This is an optimization exercise on Yosys and OpenROAD, whose aim is small area and a short achievable clock period, not a production implementation. No run shown here included a check of the RTL's function; only the layout flow was run. Power is estimated from default activity; no workload was simulated.

==> flow/design.v, too long to show whole: its modules and the start of the top module <==
// module reflex_core: 1400 lines
// module rc_fa: 4 lines
// module rc_ha: 4 lines
// module rc_pp: 3 lines
module reflex_core (
    input wire clk,
    input wire rst_n,
    input wire signed [15:0] z_pos,
    input wire signed [15:0] z_vel,
    input wire signed [15:0] kp_gain,
    input wire signed [15:0] kd_gain,
    input wire signed [15:0] vel_threshold,
    output wire signed [15:0] u_out,
    output reg guardian_active
);
  // ...
==> flow/run.sh <==
#!/bin/bash
# synth_recipe.tcl (not shown) runs the flow's synth.tcl, then flattens the netlist and writes it again
# the make line also repeats each setting of config.mk as NAME=value (left out here)
make -C /OpenROAD-flow-scripts/flow DESIGN_CONFIG=/design/flow/config.mk WORK_HOME=/design/flow/orfs CLKGATE_MAP_FILE= SYNTH_SCRIPT=/design/flow/synth_recipe.tcl finish
==> flow/config.mk <==
export PLATFORM = sky130hd
export DESIGN_NAME = reflex_core
export DESIGN_NICKNAME = reflex_core
export VERILOG_FILES = /design/flow/design.v
export SDC_FILE = /design/flow/constraint.sdc
export NUM_CORES = 4
export LEC_CHECK = 0
export CAP_MARGIN = 20
export CORE_MARGIN = 2
export CORE_UTILIZATION = 40
export SLEW_MARGIN = 20
export SYNTH_HIERARCHICAL = 1
==> flow/constraint.sdc <==
create_clock -name core_clock -period 8.0 [get_ports {clk}]
set_input_delay 1.6000 -clock core_clock [delete_from_list [all_inputs] [get_ports {clk}]]
set_output_delay 1.6000 -clock core_clock [all_outputs]
set_load 0.01 [all_outputs]
==> implementation parameters, run 1 <==
Parameter                              Value

STA
  Final WS setup    just under 2 ns
  Final Setup Violations    0
  Number of pins exceeding their max-slew limit in the final report    0
  Final critical-path required period    between 6 and 7 ns

Yosys
  Most frequent cell after synthesis    xnor2_1
  Share of synthesized area occupied by flip-flops and latches    about 18%
  Leading cell types by total area after synthesis    fa_1 (28%), dfxtp_1 (17%), xnor2_1 (15%)
  Number of synthesized register bits    148
  Combinational family with the most area after synthesis    adder cells

Route
  # DRC    0
  Iteration-0 DRC count of the detailed router    a little under 1000
  Detailed-routed wire length on met2    about 22 mm

Cells and area
  Most frequent cells in the layout    xnor2_1 (293), o22ai_1 (267), fa_1 (233)
  Inverter count of the layout excluding clock inverters    slightly above 100
  Register bank with the most flops    cs
  Share of final layout cell area taken by clock buffers and inverters    between 3 and 4%
  Footprint of the multi-input gates    0.0129 mm^2
  Number of filler instances in the final layout    a little under 4000
  Non-filler cells, final    ~2300

Clocking
  Max H-tree Level    4
  Quantity of hold-fixing buffers added after cts    0
  Clock tree from TritonCTS    built
  Cts repair resizes    0
  Clock Tree Buf Depth    2

Global routing
  Maximum number of pins on one net before global-route repair    20
  Antenna violations before repair    0
  M2 GR Usage    36.6%
  GRT Max-Usage Layer    met2
  Met1 Resource Use GR    around 30%
  Aggregate global routing overflow    0

Setup path
  Kind of critical path    flop to output pin
  Highest-delay cell along the critical path    clkdlybuf4s50_1
  Reg2reg start    bp_ngn[5]

Power and ir drop
  P per Cell Area    ~460 mW/mm^2
  Overall Power    8.59 mW
  Sw Ratio    between 40% and 50%
  Total sequential power    ~1.3 mW

Die
  Std-Cell Rows    between 70 and 80
  Die area    ~0.043 mm^2
  Number of tapcells    ~530

Place
  Total placed instance area    0.0181 mm^2

Status
  Run status    finished clean
==> run 2, diff against run 1 <==
--- a/flow/design.v
+++ b/flow/design.v
@@ -4,18 +4,19 @@
     input wire signed [15:0] z_pos,
     input wire signed [15:0] z_vel,
     input wire signed [15:0] kp_gain,
     input wire signed [15:0] kd_gain,
     input wire signed [15:0] vel_threshold,
     output wire signed [15:0] u_out,
     output reg guardian_active
 );
-    wire [15:0] nthr = -vel_threshold;
-    wire g = ($signed(z_vel) > $signed(vel_threshold)) | ($signed(z_vel) < $signed(nthr));
+    wire [16:0] g_dif = {vel_threshold[15], vel_threshold} - {z_vel[15], z_vel};
+    wire [16:0] g_sum = {z_vel[15], z_vel} + {vel_threshold[15], vel_threshold};
+    wire g = g_dif[16] | (g_sum[16] & ~(vel_threshold == 16'h8000));
     wire [7:0] bp_one_d, bp_two_d, bp_ngn_d;
     wire [7:0] bd_one_d, bd_two_d, bd_ngn_d;
     assign bp_one_d[0] = ~(kp_gain[0] ^ 1'b0);
     assign bp_two_d[0] = ~((kp_gain[1] & ~kp_gain[0] & ~1'b0) | (~kp_gain[1] & kp_gain[0] & 1'b0));
     assign bp_ngn_d[0] = ~kp_gain[1] & (kp_gain[0] | 1'b0);
     assign bp_one_d[1] = ~(kp_gain[2] ^ kp_gain[1]);
     assign bp_two_d[1] = ~((kp_gain[3] & ~kp_gain[2] & ~kp_gain[1]) | (~kp_gain[3] & kp_gain[2] & kp_gain[1]));
     assign bp_ngn_d[1] = ~kp_gain[3] & (kp_gain[2] | kp_gain[1]);
@@ -1389,18 +1390,27 @@
     always @(posedge clk or negedge rst_n)
         if (!rst_n) vld_b <= 1'b0;
         else vld_b <= vld_a;
     reg [63:0] cs;
     always @(posedge clk) cs <= {c1042, dt544, s1041, c1040, s1039, c1038, s1037, c1036, s1035, c1034, s1033, c1032, s1031, c1030, s1029, c1028, s1027, c1026, s1025, c1024, s1023, c1022, s1021, c1020, s1019, c1018, s1017, c1016, s1015, c1014, s1013, c1012, s1011, c1010, s1009, c1008, s1007, c1006, s1005, c1004, s1003, c1002, s1001, c1000, s999, c998, s997, c996, s995, c994, s993, c992, s991, c990, s989, c988, s987, c986, s985, c984, s983, c982, s981, s923};
     wire [31:0] ra = {cs[62], cs[60], cs[58], cs[56], cs[54], cs[52], cs[50], cs[48], cs[46], cs[44], cs[42], cs[40], cs[38], cs[36], cs[34], cs[32], cs[30], cs[28], cs[26], cs[24], cs[22], cs[20], cs[18], cs[16], cs[14], cs[12], cs[10], cs[8], cs[6], cs[4], cs[2], cs[0]};
     wire [31:0] rb = {cs[63], cs[61], cs[59], cs[57], cs[55], cs[53], cs[51], cs[49], cs[47], cs[45], cs[43], cs[41], cs[39], cs[37], cs[35], cs[33], cs[31], cs[29], cs[27], cs[25], cs[23], cs[21], cs[19], cs[17], cs[15], cs[13], cs[11], cs[9], cs[7], cs[5], cs[3], cs[1]};
     wire [31:0] r = ra + rb;
-    wire sat_hi = ~r[31] & ((|r[30:11]) | (r[10:0] > 11'd2000));
-    wire sat_lo = r[31] & (~(&r[30:11]) | (r[10:0] < 11'd48));
+    wire [31:0] rp = ra ^ rb;
+    wire [31:0] rk = ~(ra | rb);
+    wire [31:0] rg = ra & rb;
+    wire [11:0] rlo = {1'b0, ra[10:0]} + {1'b0, rb[10:0]};
+    wire c11 = rlo[11];
+    wire z_hi = &(rp[30:12] ^ rk[29:11]) & (rp[11] == c11);
+    wire o_hi = &(rp[30:12] ^ rg[29:11]) & (rp[11] != c11);
+    wire gt2000 = (&rlo[10:5]) | ((rlo[10:4] == 7'b1111101) & (|rlo[3:0]));
+    wire lt48 = ~(|rlo[10:6]) & ~(rlo[5] & rlo[4]);
+    wire sat_hi = ~r[31] & (~z_hi | gt2000);
+    wire sat_lo = r[31] & (~o_hi | lt48);
     assign u_out = ~vld_b ? 16'd0 : sat_hi ? 16'd2000 : sat_lo ? 16'hf830 : r[15:0];
 endmodule
 module rc_fa (input wire a, input wire b, input wire c, output wire s, output wire co);
     assign s = a ^ b ^ c;
     assign co = (a & b) | (a & c) | (b & c);
 endmodule
 module rc_ha (input wire a, input wire b, output wire s, output wire co);
     assign s = a ^ b;
==> flow/config.mk (replaced) <==
export PLATFORM = sky130hd
export DESIGN_NAME = reflex_core
export DESIGN_NICKNAME = reflex_core
export VERILOG_FILES = /design/flow/design.v
export SDC_FILE = /design/flow/constraint.sdc
export NUM_CORES = 4
export LEC_CHECK = 0
export CAP_MARGIN = 20
export CORE_MARGIN = 2
export CORE_UTILIZATION = 40
export SETUP_SLACK_MARGIN = 3.8
export SLEW_MARGIN = 20
export SYNTH_HIERARCHICAL = 1
==> run 2 against run 1 <==
Cell count down 3.8%. Core utilization up 1.6 points. Sequential share of layout area up 0.13 points. Total power up 0.71%. Highest routed layer is now met5. Final area up 1.2%. Non-clock buffer count up 27. Combinational power about the same. Critical endpoint is now u_out[12]. Critical path depth unchanged. Clock skew down 0.00065 ns.
==> implementation parameters, run 2 <==
Parameter                              Value

Place
  Detailed placer's ending HPWL    about 38 mm
  Total placed instance area    0.0178 mm^2 (-1.7%)
  Routability congestion estimate    about 0.92
  Number of port buffers    slightly below 100
  Post-Place Worst Slack    between 2 and 3 ns

Global routing
  Aggregate global routing overflow    0 (unchanged)
  Via count of the first global-routing pass    approximately 13000
  Antenna violations before repair    2 (+2)
  Maximum number of pins on one net before global-route repair    20 (unchanged)
  Total routing resource utilization after global routing    between 20% and 30%
  Global-route wire length before repair    approximately 70 mm

Cells and area
  Share of cells above drive strength 1    ~11%
  Biggest registers after layout    cs: 64 flops, zv: 17 flops, zp: 16 flops
  Most frequent standard cell in the layout excluding fill and tap cells    xnor2_1
  Largest register FFs    64
  Antenna diode count    0
  Area added between synthesis and finish    15.8%
  Number of nets in the final layout    around 2100
  Register bank with the most flops    cs
  Final non-filler cell area    0.0189 mm^2
  Most frequent cells in the layout    xnor2_1 (293), o22ai_1 (264), fa_1 (241)

Status
  Run status    finished clean

Setup path
  Arrival time reported for the critical path endpoint    roughly 3.3 ns
  Reg2Reg Capture Point    cs[35]
  Reg2reg start    bp_ngn[7]
  Type of origin of the critical path    flop
  Largest stage delay, worst path    approximately 0.36 ns
  Critical Path Source    cs[1]
  Critical Path End    u_out[12]
  Cell type with the highest occurrence count on the critical path    a211oi_4
  Cells along the critical path    ha_4 -> fa_2 -> a211oi_4 -> o21ai_2 -> or3_4 -> a32oi_1 -> nand4_1 -> a211oi_4 -> buf_12 -> buf_4 -> a311oi_2 -> buf_2
  CP max FO    7
  CP endpoint kind    output pin
  Highest-delay cell along the critical path    fa_2
  R2R setup slack    3.86 ns
  WP data required    around 6.4 ns
  Worst R2R Path Depth    9
  Kind of critical path    flop to output pin

Yosys
  Share of synthesized area occupied by flip-flops and latches    18.3% (+0.37 points)
  Synthesis Warnings    7
  Post-Syn Instances    1570
  Post-synth top area share    between 20 and 30%
  Avg Cell Area, Syn    10.4 um^2
  Share of flip-flops with an asynchronous set or reset    under 10%
  Leading cell types by total area after synthesis    fa_1 (30%), dfxtp_1 (18%), xnor2_1 (16%)
  Number of distinct library cell variants in the gate-level netlist after synthesis    72
  Most frequent cell after synthesis    xnor2_1
  Ranking of synthesized cells by instance count    xnor2_1 (293), o22ai_1 (265), fa_1 (244)
  Number of synthesized register bits    148 (unchanged)
  Post-synth design cell area    ~0.016 mm^2
  Number of flops mapped to enable cells by yosys    0
  Most instantiated flip-flop cell in the synthesis netlist    dfxtp_1
  Dominant cell type by area after synthesis    fa_1
  Syn nets    between 2000 and 2500

STA
  Final setup TNS    0 ns
  Final WS setup    3.06 ns (+1.11 ns)
  Final Setup Violations    0 (unchanged)
  Maximum clock skew at final layout    approximately 0.014 ns
  Number of pins exceeding their max-slew limit in the final report    0 (unchanged)
  Maximum clock frequency    ~200 MHz
  Slew @ Worst Pin    around 0.70 ns
  Final critical-path required period    4.94 ns (-1.11 ns)
  Headroom to the max-slew limit    ~53%
  RSZ-0062 raised after global routing    yes
  Final clock period utilization by the worst path    61.7%
  Final count of hold timing violations    0

Power and ir drop
  Leak Pwr    approximately 7.3 nW
  VDD IR max    roughly 0.27 mV
  Overall Power    8.65 mW (+0.71%)
  P per Cell Area    458 mW/mm^2 (-0.46%)

Route
  Final wirelength    approximately 45 mm
  Met3 layer wire length in the routed design    around 3.2 mm
  Total number of vias    about 12000
  Remaining antenna violation count after routing    0
  # DRC    0 (unchanged)
  Detailed-routed wire length on met2    20.6 mm (-6.7%)
  Wire per inst    20.4 um
  Iteration-0 DRC count of the detailed router    779 (-19%)
  Max Used Layer    met5
  First-pass DRT Iterations    5
  Vias per cell    roughly 5.6
  Metal-1 WL    between 15 and 20 mm

Clocking
  Inserted Clock Buffers    17
  Clock-pin slew on the worst setup and hold paths    around 0.070 ns
  Clock tree from TritonCTS    built
  Max H-tree Level    4 (unchanged)
  Clock Tree Buf Depth    2 (unchanged)
  Insertion delay to the later sink of the worst-skew pair    roughly 0.45 ns
  Clock Sink Count    about 150
  Cell at the root of the clock tree    clkbuf_16

Die
  Std-Cell Rows    73 (-1.4%)
  Die height    slightly above 200 um
  Core Box Area    0.0400 mm^2
  Starting utilization of the core area    between 40 and 50%
  Die area    0.0424 mm^2 (-2.0%)
  Die boundary width    slightly above 200 um
  Number of placed I/O pins    99

Job
  Max-cap check violation count    0

Worst hold path
  Type of the worst min-delay path    flop to flop
run 2: power breakdown:
part / leakage [nW] / internal (mW) / switching [mW]
clock: 0.283 / 0.417 / 0.376
sequential: 1.26 / 1.06 / 0.266
combinational: 5.79 / 3.02 / 3.51
total: 7.33 / 4.49 / 4.15
run 2: layout make-up:
type | count | area [um^2]
inverters | 133 | 499
flip-flops and latches | 148 | 3040
repair buffers | 140 | 1290
well taps | 525 | 657
multi-input cells | 1217 | 12800
fillers | 3703 | 21100
clock buffers | 17 | 425
clock inverters | 15 | 161
run 2: cell families after synthesis:
kind of cell	after synthesis	synth area share (%)
AO/OA/AOI/OAI	398	16.3
adder cells (fa/ha/maj)	355	38.5
XOR/XNOR	305	16.4
buffers and inverters	205	4.91
flip-flops	148	18.3
AND/OR/NAND/NOR	142	4.52
multiplexers	16	1.07
other	1	0.0230
run 2: per-stage QoR:
stage | std cells | util [%] | hold slack (ns)
floorplan | 1570 | - | 0.331
global placement | 2134 | 44.4 | 0.335
detailed placement | 2134 | 44.4 | 0.342
CTS | 2188 | 46.7 | 0.358
global route | 2195 | 47.1 | 0.367
finish | 2195 | 47.1 | 0.354
run 2: worst min path at each step:
stage,endpoint,from,cells after the start,slack [ns]
final,vld_b,vld_a,0,0.35
after global routing,vld_b,vld_a,0,0.37
after CTS,vld_b,vld_a,0,0.36
after detailed placement,vld_b,vld_a,0,0.34
after global placement,vld_b,vld_a,0,0.34
after floorplan,vld_b,vld_a,0,0.33
run 2: timing repair:
action | in CTS | in global routing
pin swaps | 26 | 8
endpoints found under the setup margin | 53 | 35
hold buffers | 0 | 0
buffers inserted | 22 | 7
resized for setup | 125 | 45
run 2: worst max-delay path, delay by kind of cell, from the launching register on:
family	cells	cell delay (ns)
AND/OR/NAND/NOR	2	0.52
flip-flops	1	0.33
buffers and inverters	3	0.46
adder cells (fa/ha/maj)	2	0.52
AO/OA/AOI/OAI	5	1.06
run 2: routing by layer:
metal / up-vias / GRT usage [%]
met3: 73 / 4.20
met4: 2 / 7.19
met5: - / 0
met1: 6150 / 30.2
li1: 5667 / -
met2: 402 / 35.1
run 2: modules after synthesis (local to each module, per instance):
| module | area [um^2] | flops+latches |
|---|---|---|
| rc_fa | 20.0 | 0 |
| rc_pp | 6.26 | 0 |
| rc_ha | 12.5 | 0 |
| reflex_core | 9800 | 148 |
==> run 3, diff against run 2 <==
--- a/flow/config.mk
+++ b/flow/config.mk
@@ -8,6 +8,6 @@
 export CAP_MARGIN = 20
 export CORE_MARGIN = 2
 export CORE_UTILIZATION = 40
-export SETUP_SLACK_MARGIN = 3.8
+export SETUP_SLACK_MARGIN = 3.0
 export SLEW_MARGIN = 20
 export SYNTH_HIERARCHICAL = 1
==> run 3 against run 2 <==
Clock skew fell by 0.00059 ns. Still clean on timing, DRC and antenna. Hold slack got worse by 0.0030 ns. Flip-flop and latch count stayed put. Final area decreased by 1.3%. Critical endpoint is now u_out[4].
==> implementation parameters, run 3 <==
Parameter                              Value

Route
  # DRC    0 (unchanged)
  Iteration-0 DRC count of the detailed router    744 (-4.5%)
  Final wirelength    44.8 mm (-0.17%)
  Vias per cell    5.60 (about the same)
  Remaining antenna violation count after routing    0 (unchanged)
  First-pass DRT Iterations    5 (unchanged)
  Total number of vias    12206 (-0.72%)
  Wire per inst    20.5 um (+0.47%)

STA
  Headroom to the max-slew limit    24.4% (-29 points)
  Final setup TNS    0 ns (unchanged)
  Final count of hold timing violations    0 (unchanged)
  Maximum clock frequency    198 MHz (-2.2%)
  Final Setup Violations    0 (unchanged)
  Number of pins exceeding their max-slew limit in the final report    0 (unchanged)
  Maximum clock skew at final layout    0.0138 ns (-0.000588 ns)
  Final critical-path required period    5.05 ns (+0.113 ns)
  Final clock period utilization by the worst path    63.1% (+1.4 points)
  RSZ-0062 raised after global routing    yes
  Slew @ Worst Pin    1.13 ns (+0.432 ns)

Yosys
  Most frequent cell after synthesis    xnor2_1
  Post-synth top area share    30.0% (unchanged)
  Post-synth design cell area    0.0163 mm^2 (unchanged)
  Number of synthesized register bits    148 (unchanged)
  Most instantiated flip-flop cell in the synthesis netlist    dfxtp_1
  Syn nets    2007 (unchanged)
  Ranking of synthesized cells by instance count    xnor2_1 (293), o22ai_1 (265), fa_1 (244)
  Avg Cell Area, Syn    10.4 um^2 (unchanged)
  Share of flip-flops with an asynchronous set or reset    2.03% (unchanged)
  Synthesis Warnings    7 (unchanged)
  Leading cell types by total area after synthesis    fa_1 (30%), dfxtp_1 (18%), xnor2_1 (16%)
  Post-Syn Instances    1570 (unchanged)
  Number of distinct library cell variants in the gate-level netlist after synthesis    72 (unchanged)
  Dominant cell type by area after synthesis    fa_1
  Number of flops mapped to enable cells by yosys    0 (unchanged)
  Share of synthesized area occupied by flip-flops and latches    18.3% (unchanged)

Setup path
  Critical Path Source    cs[0]
  CP max FO    7 (unchanged)
  Reg2Reg Capture Point    cs[31]
  Kind of critical path    flop to output pin
  CP endpoint kind    output pin
  Arrival time reported for the critical path endpoint    3.45 ns (+0.11 ns)
  Critical Path End    u_out[4]
  WP data required    6.40 ns (about the same)
  Reg2reg start    bp_ngn[2]
  Type of origin of the critical path    flop
  Worst R2R Path Depth    8 (-1)
  R2R setup slack    3.36 ns (-0.50 ns)

Die
  Std-Cell Rows    73 (unchanged)
  Number of placed I/O pins    99 (unchanged)
  Die area    0.0424 mm^2 (unchanged)
  Die boundary width    206 um (unchanged)
  Core Box Area    0.0400 mm^2 (unchanged)
  Starting utilization of the core area    40.7% (unchanged)
  Die height    206 um (unchanged)

Cells and area
  Most frequent standard cell in the layout excluding fill and tap cells    xnor2_1
  Largest register FFs    64 (unchanged)
  Most frequent cells in the layout    xnor2_1 (291), o22ai_1 (265), fa_1 (243)
  Antenna diode count    0 (unchanged)
  Number of filler instances in the final layout    3729 (+0.70%)
  Register bank with the most flops    cs
  Biggest registers after layout    cs: 64 flops, zv: 17 flops, zp: 16 flops
  Utilization after layout    46.5% (-0.62 points)
  Share of cells above drive strength 1    7.31% (-4.0 points)
  Number of nets in the final layout    2080 (-0.67%)
  Footprint of the multi-input gates    0.0127 mm^2 (-0.55%)
  Area added between synthesis and finish    14.3%
  Register area    0.00298 mm^2 (-1.9%)

Clocking
  Clock-pin slew on the worst setup and hold paths    0.07 ns (about the same)
  Clock Sink Count    148 (unchanged)
  Insertion delay to the later sink of the worst-skew pair    0.45 ns (about the same)
  Clock tree from TritonCTS    built
  Inserted Clock Buffers    17 (unchanged)
  Clock Tree Buf Depth    2 (unchanged)
  Max H-tree Level    4 (unchanged)
  Cell at the root of the clock tree    clkbuf_16
  Quantity of hold-fixing buffers added after cts    0 (unchanged)

Power and ir drop
  VDD IR max    0.370 mV (+39%)
  Leak Pwr    7.22 nW (-1.5%)
  P per Cell Area    452 mW/mm^2 (-1.4%)

Global routing
  Aggregate global routing overflow    0 (unchanged)
  Global-route wire length before repair    70.7 mm (-0.81%)
  Antenna violations before repair    0 (-2)
  Via count of the first global-routing pass    12720 (-0.41%)
  Total routing resource utilization after global routing    21.8% (-0.20 points)
  Maximum number of pins on one net before global-route repair    20 (unchanged)

Place
  Routability congestion estimate    0.938 (+1.5%)
  Detailed placer's ending HPWL    37.9 mm (-0.39%)
  Number of port buffers    98 (unchanged)

Status
  Run status    finished clean

Worst hold path
  Type of the worst min-delay path    flop to flop

Job
  Max-cap check violation count    0 (unchanged)
-- run 3: cell types whose count changed in the layout (fill, tap and decap cells not counted), sizes merged --
cell,previous run,this run
clkdlybuf4s50,82,83
clkdlybuf4s15,0,6
inv,142,139
buf,57,36
clkinvlp,2,5
-- run 3: modules after synthesis, one instance, submodules excluded --
module	flops+latches	copies in the design	cells inside	cell area [um^2]
reflex_core	148	1	1058	9800
rc_pp	0	264	1	6.26
rc_ha	0	16	1	12.5
rc_fa	0	232	1	20.0
-- run 3: worst min-delay path by stage --
stage,startpoint,end,slack [ns],cells past startpoint
5_1_grt,vld_a,vld_b,0.39,0
2_1_floorplan,vld_a,vld_b,0.33,0
3_3_place_gp,vld_a,vld_b,0.33,0
4_1_cts,vld_a,vld_b,0.35,0
6_report,vld_a,vld_b,0.35,0
3_5_place_dp,vld_a,vld_b,0.33,0
-- run 3: worst max-delay path: stages (launching register included) --
cell,delay [ns]
dfxtp_2,0.34
ha_4,0.16
fa_2,0.37
a211oi_4,0.27
o21ai_2,0.13
a311oi_2,0.35
o211ai_1,0.20
nor4_4,0.33
buf_4,0.19
a2bb2oi_4,0.24
o31a_2,0.19
clkdlybuf4s15_2,0.22
-- run 3: cell families after synthesis --
logic type / after synthesis / share of synthesized area [%]
AO/OA/AOI/OAI: 398 / 16.3
adder cells (fa/ha/maj): 355 / 38.5
XOR/XNOR: 305 / 16.4
buffers and inverters: 205 / 4.91
flip-flops: 148 / 18.3
AND/OR/NAND/NOR: 142 / 4.52
multiplexers: 16 / 1.07
other: 1 / 0.0230
-- run 3: repair_timing --
action                     4_1_cts  5_1_grt
setup endpoints to repair       15       15
pin swaps                       13       12
gates resized for setup         60       33
buffers inserted                12        5
gates cloned                     1        0
-- run 3: final cells by class --
type	count	share of cell area, %
clock buffer	17	2.29
multi-input combinational	1217	68.3
sequential	148	16.0
clock inverter	15	0.753
tap	525	3.53
timing repair buffer	126	6.41
inverter	133	2.68
-- run 3: per-layer routing --
| metal | track usage, % | wire length, um | vias to the layer above |
|---|---|---|---|
| met5 | 0 | 0 | - |
| met4 | 5.87 | 850 | 0 |
| met3 | 4.64 | 3180 | 57 |
| met2 | 35.2 | 20600 | 408 |
| met1 | 29.8 | 20100 | 6101 |
| li1 | - | - | 5640 |
-- run 3: metrics by stage --
step | instances | power [mW] | hold slack (ns) | cell area, um^2 | setup slack, ns
after detailed placement | 2131 | 7.23 | 0.335 | 17700 | 2.81
after floorplan | 1570 | 5.23 | 0.331 | 16300 | 3.65
after global placement | 2131 | 7.16 | 0.333 | 17700 | 2.84
after global routing | 2181 | 9.22 | 0.387 | 18600 | 2.80
final | 2181 | 8.41 | 0.351 | 18600 | 2.95
after CTS | 2176 | 8.22 | 0.352 | 18500 | 2.97
-- run 3: report_power, final --
part	switching, mW	total, mW	internal [mW]
Combinational	3.42	6.32	2.90
Clock	0.362	0.770	0.408
Sequential	0.267	1.32	1.05
Total	4.05	8.41	4.37

what the ideal ports hide:
In the flow no input, the clock included, has a driving cell. The finished layouts below were timed again as built, in two steps.
Step 1 sets driving cells, clkbuf_16 on the clock port and buf_2 on the other inputs (assumed; they add their load-dependent delay and slew).
Step 2, shift: input delay + t, output delay - t, t = (earliest + latest rising clock arrival at the registers) / 2. This alone moves slack from input paths to output paths.
Slacks: ideal / step 1 / step 2; pairs: ideal / step 1.
run | t (ns) | setup WS [ns] | worst setup path after step 2 | latest minus earliest clock arrival (ns) | pins driven straight from the clock port
run 1 | 0.493 | 1.955 / 1.904 / 2.398 | register to output | 0.015 / 0.015 | 1
run 2 | 0.490 | 3.063 / 3.015 / 3.489 | input to register | 0.014 / 0.015 | 1
run 3 | 0.485 | 2.951 / 2.907 / 3.090 | input to register | 0.014 / 0.014 | 1
After both steps every run listed still meets setup and hold.
